From an optimization exercise on the open Yosys and OpenROAD flow, aimed at small area, a short achievable clock period and few clock cycles; shortcuts taken in it are not production practice. Where RTL was checked, it was by simulation tests only, not by an equivalence proof against the original.

==> run D: inputs <==
==> flow/design.v <==
module DMA_AHB_Master #(
    parameter ADDR_WIDTH = 32,
    parameter DATA_WIDTH = 32,
    parameter BASE_ADDR  = 32'h0000_0000
)(
    input wire HCLK,
    input wire HRESETn,
    input wire [ADDR_WIDTH-1:0] HADDR,
    input wire [1:0] HTRANS,
    input wire HWRITE,
    input wire [DATA_WIDTH-1:0] HWDATA,
    output reg [DATA_WIDTH-1:0] HRDATA,
    output reg [ADDR_WIDTH-1:0] master_HADDR,
    output reg [2:0] master_HBURST,
    output reg master_HMASTLOCK,
    output reg [3:0] master_HPROT,
    output reg [2:0] master_HSIZE,
    output reg [1:0] master_HTRANS,
    output reg [DATA_WIDTH-1:0] master_HWDATA,
    output reg master_HWRITE,
    input wire [DATA_WIDTH-1:0] master_HRDATA,
    input wire master_HREADY,
    input wire master_HRESP
);
    reg [31:2] src_q;
    reg [31:2] dst_q;
    reg [31:0] size_q;
    reg        busy;
    reg        done;
    reg [31:0] wdata_q;
    reg        w_src, w_dst, w_size;
    reg        wr_q;       
    reg [31:2] addr_q;
    reg [31:2] alt_q;
    reg [28:0] left_q;     
    reg [31:0] data_q;
    wire hit     = ~|HADDR[31:5] & ~|HADDR[1:0];
    wire a_start = hit & (HADDR[4:2] == 3'd0);
    wire a_src   = hit & (HADDR[4:2] == 3'd1);
    wire a_dst   = hit & (HADDR[4:2] == 3'd2);
    wire a_size  = hit & (HADDR[4:2] == 3'd3);
    wire a_done  = hit & (HADDR[4:2] == 3'd4);
    wire wacc    = HTRANS[1] & HWRITE;
    wire [31:2] src_d  = w_src  ? wdata_q[31:2] : src_q;
    wire [31:2] dst_d  = w_dst  ? wdata_q[31:2] : dst_q;
    wire [31:0] size_d = w_size ? wdata_q : size_q;
    wire st    = wacc & a_start & HWDATA[0];
    wire frac  = |size_q[1:0];
    wire last  = (left_q == 29'd0) | ((left_q == 29'd1) & ~frac);
    wire fin   = busy & wr_q & master_HREADY & last;
    wire busy_d = st | (busy & ~fin);
    always @(posedge HCLK or negedge HRESETn) begin
        if (!HRESETn) begin
            src_q  <= 30'd0;
            dst_q  <= 30'd0;
            size_q <= 32'd0;
            w_src  <= 1'b0;
            w_dst  <= 1'b0;
            w_size <= 1'b0;
            busy   <= 1'b0;
            done   <= 1'b0;
        end else begin
            src_q  <= src_d;
            dst_q  <= dst_d;
            size_q <= size_d;
            w_src  <= wacc & a_src;
            w_dst  <= wacc & a_dst;
            w_size <= wacc & a_size;
            busy   <= busy_d;
            done   <= (done & ~st) | fin;
        end
    end
    always @(posedge HCLK) begin
        wdata_q <= HWDATA;
        if (~busy) begin
            wr_q   <= 1'b0;
            addr_q <= src_d;
            alt_q  <= dst_d;
            left_q <= size_d[30:2];
        end else if (master_HREADY) begin
            wr_q   <= ~wr_q;
            addr_q <= alt_q;
            alt_q  <= addr_q + 30'd1;
            if (wr_q) left_q <= left_q - 29'd1;
        end
        if (~wr_q) data_q <= master_HRDATA;
        HRDATA <= ({32{a_start}} & {31'd0, busy_d})
                | ({32{a_src}}   & {src_d, 2'b00})
                | ({32{a_dst}}   & {dst_d, 2'b00})
                | ({32{a_size}}  & size_d)
                | ({32{a_done}}  & {31'd0, done});
    end
    always @(*) begin
        master_HADDR     = {addr_q, 2'b00};
        master_HBURST    = 3'b000;
        master_HMASTLOCK = 1'b0;
        master_HPROT     = 4'b0000;
        master_HSIZE     = 3'b010;
        master_HTRANS    = {busy, 1'b0};
        master_HWDATA    = data_q;
        master_HWRITE    = wr_q;
    end
endmodule
==> flow/flow/run.sh <==
#!/bin/bash
# Standard ORFS layout, with plain buffers on the ports instead of the
# delay cells buffer_ports picks by default. Synthesis is the standard one.
set -euo pipefail
bash standard.sh synth > synth.log 2>&1
export BUFFER_PORTS_ARGS="-buffer_cell sky130_fd_sc_hd__buf_1"
bash standard.sh > layout.log 2>&1
==> flow/standard.sh <==
#!/bin/bash
# synth_recipe.tcl (not shown) runs the flow's synth.tcl, then flattens the netlist and writes it again
# the make line also repeats each setting of config.mk as NAME=value (left out here)
make -C /OpenROAD-flow-scripts/flow DESIGN_CONFIG=/design/flow/config.mk WORK_HOME=/design/flow/orfs CLKGATE_MAP_FILE= SYNTH_SCRIPT=/design/flow/synth_recipe.tcl "${@:-finish}"
==> flow/config.mk <==
export PLATFORM = sky130hd
export DESIGN_NAME = DMA_AHB_Master
export DESIGN_NICKNAME = DMA_AHB_Master
export VERILOG_FILES = /design/flow/design.v
export SDC_FILE = /design/flow/constraint.sdc
export NUM_CORES = 4
export LEC_CHECK = 0
export CAP_MARGIN = 20
export CORE_MARGIN = 2
export CORE_UTILIZATION = 40
export PLACE_DENSITY = 0.6
export SETUP_SLACK_MARGIN = 3.6
export SLEW_MARGIN = 20
==> flow/constraint.sdc <==
create_clock -name core_clock -period 6.0 [get_ports {HCLK}]
set_input_delay 1.2000 -clock core_clock [delete_from_list [all_inputs] [get_ports {HCLK}]]
set_output_delay 1.2000 -clock core_clock [all_outputs]
set_load 0.01 [all_outputs]
==> inputs of run H, as changes to run D <==
==> flow/design.v, changed modules only <==
module DMA_AHB_Master #(
    parameter ADDR_WIDTH = 32,
    parameter DATA_WIDTH = 32,
    parameter BASE_ADDR  = 32'h0000_0000
)(
    input wire HCLK,
    input wire HRESETn,
    input wire [ADDR_WIDTH-1:0] HADDR,
    input wire [1:0] HTRANS,
    input wire HWRITE,
    input wire [DATA_WIDTH-1:0] HWDATA,
    output reg [DATA_WIDTH-1:0] HRDATA,
    output reg [ADDR_WIDTH-1:0] master_HADDR,
    output reg [2:0] master_HBURST,
    output reg master_HMASTLOCK,
    output reg [3:0] master_HPROT,
    output reg [2:0] master_HSIZE,
    output reg [1:0] master_HTRANS,
    output reg [DATA_WIDTH-1:0] master_HWDATA,
    output reg master_HWRITE,
    input wire [DATA_WIDTH-1:0] master_HRDATA,
    input wire master_HREADY,
    input wire master_HRESP
);
    reg [31:2] src_q;
    reg [31:2] dst_q;
    reg [31:0] size_q;
    reg        busy;
    reg        done;
    reg        w_src, w_dst, w_size;
    reg        wr_q;       
    reg [31:2] addr_q;
    reg [31:2] alt_q;
    reg [28:0] left_q;     
    reg [31:0] data_q;     
    wire hit     = ~|HADDR[31:5] & ~|HADDR[1:0];
    wire a_start = hit & (HADDR[4:2] == 3'd0);
    wire a_src   = hit & (HADDR[4:2] == 3'd1);
    wire a_dst   = hit & (HADDR[4:2] == 3'd2);
    wire a_size  = hit & (HADDR[4:2] == 3'd3);
    wire a_done  = hit & (HADDR[4:2] == 3'd4);
    wire wacc    = HTRANS[1] & HWRITE;
    wire [31:2] src_d  = w_src  ? data_q[31:2] : src_q;
    wire [31:2] dst_d  = w_dst  ? data_q[31:2] : dst_q;
    wire [31:0] size_d = w_size ? data_q : size_q;
    wire st    = wacc & a_start & HWDATA[0];
    wire frac  = |size_q[1:0];
    wire last  = (left_q == 29'd0) | ((left_q == 29'd1) & ~frac);
    wire fin   = busy & wr_q & master_HREADY & last;
    wire busy_d = st | (busy & ~fin);
    always @(posedge HCLK or negedge HRESETn) begin
        if (!HRESETn) begin
            w_src  <= 1'b1;
            w_dst  <= 1'b1;
            w_size <= 1'b1;
            busy   <= 1'b0;
            done   <= 1'b0;
        end else begin
            w_src  <= wacc & a_src;
            w_dst  <= wacc & a_dst;
            w_size <= wacc & a_size;
            busy   <= busy_d;
            done   <= (done & ~st) | fin;
        end
    end
    always @(posedge HCLK or negedge HRESETn) begin
        if (!HRESETn) begin
            data_q <= 32'd0;
        end else begin
            if (~busy) data_q <= HWDATA;
            else if (~wr_q) data_q <= master_HRDATA;
        end
    end
    always @(posedge HCLK) begin
        if (~busy) begin
            wr_q   <= 1'b0;
            addr_q <= src_d;
            alt_q  <= dst_d;
            left_q <= size_d[30:2];
        end else if (master_HREADY) begin
            wr_q   <= ~wr_q;
            addr_q <= alt_q;
            alt_q  <= addr_q + 30'd1;
            if (wr_q) left_q <= left_q - 29'd1;
        end
        src_q  <= src_d;
        dst_q  <= dst_d;
        size_q <= size_d;
        HRDATA <= ({32{a_start}} & {31'd0, busy_d})
                | ({32{a_src}}   & {src_d, 2'b00})
                | ({32{a_dst}}   & {dst_d, 2'b00})
                | ({32{a_size}}  & size_d)
                | ({32{a_done}}  & {31'd0, done});
    end
    always @(*) begin
        master_HADDR     = {addr_q, 2'b00};
        master_HBURST    = 3'b000;
        master_HMASTLOCK = 1'b0;
        master_HPROT     = 4'b0000;
        master_HSIZE     = 3'b010;
        master_HTRANS    = {busy, 1'b0};
        master_HWDATA    = data_q;
        master_HWRITE    = wr_q;
    end
endmodule
--- a/flow/config.mk
+++ b/flow/config.mk
@@ -9,4 +9,7 @@
 export CORE_MARGIN = 2
-export CORE_UTILIZATION = 40
-export PLACE_DENSITY = 0.6
+export CORE_UTILIZATION = 55
+export CTS_BUF_LIST = sky130_fd_sc_hd__clkbuf_16
+export CTS_CLUSTER_DIAMETER = 120
+export CTS_CLUSTER_SIZE = 30
+export PLACE_DENSITY = 0.7
 export SETUP_SLACK_MARGIN = 3.6
==> inputs of run X, as changes to run D <==
==> flow/design.v, changed modules only <==
module DMA_AHB_Master #(
    parameter ADDR_WIDTH = 32,
    parameter DATA_WIDTH = 32,
    parameter BASE_ADDR  = 32'h0000_0000
)(
    input wire HCLK,
    input wire HRESETn,
    input wire [ADDR_WIDTH-1:0] HADDR,
    input wire [1:0] HTRANS,
    input wire HWRITE,
    input wire [DATA_WIDTH-1:0] HWDATA,
    output reg [DATA_WIDTH-1:0] HRDATA,
    output reg [ADDR_WIDTH-1:0] master_HADDR,
    output reg [2:0] master_HBURST,
    output reg master_HMASTLOCK,
    output reg [3:0] master_HPROT,
    output reg [2:0] master_HSIZE,
    output reg [1:0] master_HTRANS,
    output reg [DATA_WIDTH-1:0] master_HWDATA,
    output reg master_HWRITE,
    input wire [DATA_WIDTH-1:0] master_HRDATA,
    input wire master_HREADY,
    input wire master_HRESP
);
    reg [31:2] src_q;
    reg [31:2] dst_q;
    reg [31:0] size_q;
    reg        busy;
    reg        done;
    reg        w_src, w_dst, w_size;
    reg        wr_q;       
    reg [31:2] addr_q;
    reg [31:2] alt_q;
    reg [28:0] left_q;     
    reg [31:0] data_q;     
    wire hit     = ~|HADDR[31:5] & ~|HADDR[1:0];
    wire a_start = hit & (HADDR[4:2] == 3'd0);
    wire a_src   = hit & (HADDR[4:2] == 3'd1);
    wire a_dst   = hit & (HADDR[4:2] == 3'd2);
    wire a_size  = hit & (HADDR[4:2] == 3'd3);
    wire a_done  = hit & (HADDR[4:2] == 3'd4);
    wire wacc    = HTRANS[1] & HWRITE;
    wire [31:2] src_d  = w_src  ? data_q[31:2] : src_q;
    wire [31:2] dst_d  = w_dst  ? data_q[31:2] : dst_q;
    wire [31:0] size_d = w_size ? data_q : size_q;
    wire st    = wacc & a_start & HWDATA[0];
    wire frac  = |size_q[1:0];
    wire last  = (left_q == 29'd0) | ((left_q == 29'd1) & ~frac);
    wire fin   = busy & wr_q & master_HREADY & last;
    wire busy_d = st | (busy & ~fin);
    always @(posedge HCLK or negedge HRESETn) begin
        if (!HRESETn) begin
            w_src  <= 1'b1;
            w_dst  <= 1'b1;
            w_size <= 1'b1;
            busy   <= 1'b0;
            done   <= 1'b0;
        end else begin
            w_src  <= wacc & a_src;
            w_dst  <= wacc & a_dst;
            w_size <= wacc & a_size;
            busy   <= busy_d;
            done   <= (done & ~st) | fin;
        end
    end
    always @(posedge HCLK or negedge HRESETn) begin
        if (!HRESETn) begin
            data_q <= 32'd0;
        end else begin
            if (~busy) data_q <= HWDATA;
            else if (~wr_q) data_q <= master_HRDATA;
        end
    end
    always @(posedge HCLK) begin
        if (~busy) begin
            wr_q   <= 1'b0;
            addr_q <= src_d;
            alt_q  <= dst_d;
            left_q <= size_d[30:2];
        end else if (master_HREADY) begin
            wr_q   <= ~wr_q;
            addr_q <= alt_q;
            alt_q  <= addr_q + 30'd1;
            if (wr_q) left_q <= left_q - 29'd1;
        end
        src_q  <= src_d;
        dst_q  <= dst_d;
        size_q <= size_d;
        HRDATA <= ({32{a_start}} & {31'd0, busy_d})
                | ({32{a_src}}   & {src_d, 2'b00})
                | ({32{a_dst}}   & {dst_d, 2'b00})
                | ({32{a_size}}  & size_d)
                | ({32{a_done}}  & {31'd0, done});
    end
    always @(*) begin
        master_HADDR     = {addr_q, 2'b00};
        master_HBURST    = 3'b000;
        master_HMASTLOCK = 1'b0;
        master_HPROT     = 4'b0000;
        master_HSIZE     = 3'b010;
        master_HTRANS    = {busy, 1'b0};
        master_HWDATA    = data_q;
        master_HWRITE    = wr_q;
    end
endmodule
--- a/flow/config.mk
+++ b/flow/config.mk
@@ -9,4 +9,4 @@
 export CORE_MARGIN = 2
-export CORE_UTILIZATION = 40
-export PLACE_DENSITY = 0.6
+export CORE_UTILIZATION = 55
+export PLACE_DENSITY = 0.7
 export SETUP_SLACK_MARGIN = 3.6
==> out/results.ini <==
[status]
status = timing/DRC/antenna clean

[drt]
vias_per_cell = 5.578

[placed_design]
gp_congestion = 0.7975
place_area_um2 = 11920
dp_hpwl_um = 16160

[min_path]
min_to = size_q[31]$_DFF_P_

[sta]
max_freq_ghz = 0.4183
period_needed_ns = 2.391
hold_ws_ns = 0.4926

[floorplan]
rows = 51

[synth]
synth_adder_area_share_pct = 0.4604
synth_simple_gate_area_share_pct = 12.14
muxShareOfSynthArea_pct = 15.69
synth_edf_count = 89

[layout]
fin_util_pct = 64.86
clk_share_pct = 2.924

[worst_setup_path]
crit_path_max_incr_delay_ns = 0.53
crit_path_cell_trace = clkbuf_2
cp-startpoint = addr_q[15]$_DFFE_PP_

[power]
seqPwrFrac_pct = 62.8
ir_drop_v = 0.0001887
swShare_pct = 22.04

-- figures above: run H

==> out/results.ini <==
[status]
status = timing/DRC/antenna clean

[sta]
hold_ws_ns = 0.4886
max_freq_ghz = 0.4156

[layout]
comb.multi_input.count = 643
fin_util_pct = 67.43
clk_share_pct = 6.093

[placed_design]
dp_hpwl_um = 16160
gp_congestion = 0.7975

[synth]
synth_simple_gate_area_share_pct = 12.14
synth_adder_area_share_pct = 0.4604
muxShareOfSynthArea_pct = 15.69

[drt]
vias_per_cell = 5.555

[power]
comb_power_share_pct = 2.9
ir_drop_v = 0.0002645
swShare_pct = 21.23

[worst_setup_path]
crit_path_cell_trace = buf_1

[floorplan]
rows = 51
boundaryPins = 213

[min_path]
min_to = src_q[11]$_DFF_P_

-- figures above: run X

==> out/results.ini <==
[status]
status = timing/DRC/antenna clean

[power]
ir_drop_v = 0.0002282
seqPwrFrac_pct = 49.6
swShare_pct = 20.55

[synth]
muxShareOfSynthArea_pct = 12.14
synth_simple_gate_area_share_pct = 11.86
synth_edf_count = 121

[layout]
fin_util_pct = 50.51

[sta]
max_freq_ghz = 0.3984
hold_ws_ns = 0.4931

[worst_setup_path]
cp-startpoint = busy$_DFF_PN0_
crit_path_cell_trace = buf_16 -> clkbuf_2

[drt]
vias_per_cell = 5.351

[placed_design]
place_area_um2 = 12820

[floorplan]
rows = 62

-- figures above: run D

Testbench counts of run H, summed over its fixed seeds: cycles 9,069.
Testbench counts of run X, summed over its fixed seeds: cycles 9,069.
Function not checked in run D: the RTL went through the layout flow alone.

## what the ideal ports hide
Ports are ideal in the flow. The routed layouts listed here were re-timed in OpenROAD. Step 1 (the two cells are an assumption about what drives the block):
set clk [get_ports {HCLK}]
set_driving_cell -lib_cell sky130_fd_sc_hd__clkbuf_16 $clk
set_driving_cell -lib_cell sky130_fd_sc_hd__buf_2 [delete_from_list [all_inputs] $clk]
Step 2, shift: input delay + t, output delay - t, t = (earliest + latest rising clock arrival at the registers) / 2. This alone moves slack from input paths to output paths. Three values: ideal, step 1, step 2; two values: the first two.
| run | t, ns | slack for setup (ns) | worst setup path after step 2 | latest minus earliest clock arrival (ns) | slew at the worst register clock pin (ns) |
|---|---|---|---|---|---|
| run D | 0.605 | 3.490 / 3.440 / 3.116 | input to register | 0.021 / 0.020 | 0.07 / 0.07 |
| run H | 0.520 | 3.609 / 3.564 / 3.200 | input to register | 0.027 / 0.028 | 0.12 / 0.12 |
| run X | 0.577 | 3.594 / 3.543 / 3.174 | input to register | 0.020 / 0.019 | 0.06 / 0.06 |
After both steps setup and hold are still met in every run listed. The setup slack of run X, which loses most, moves by -0.051 ns with the drivers and by -0.420 ns with both steps.
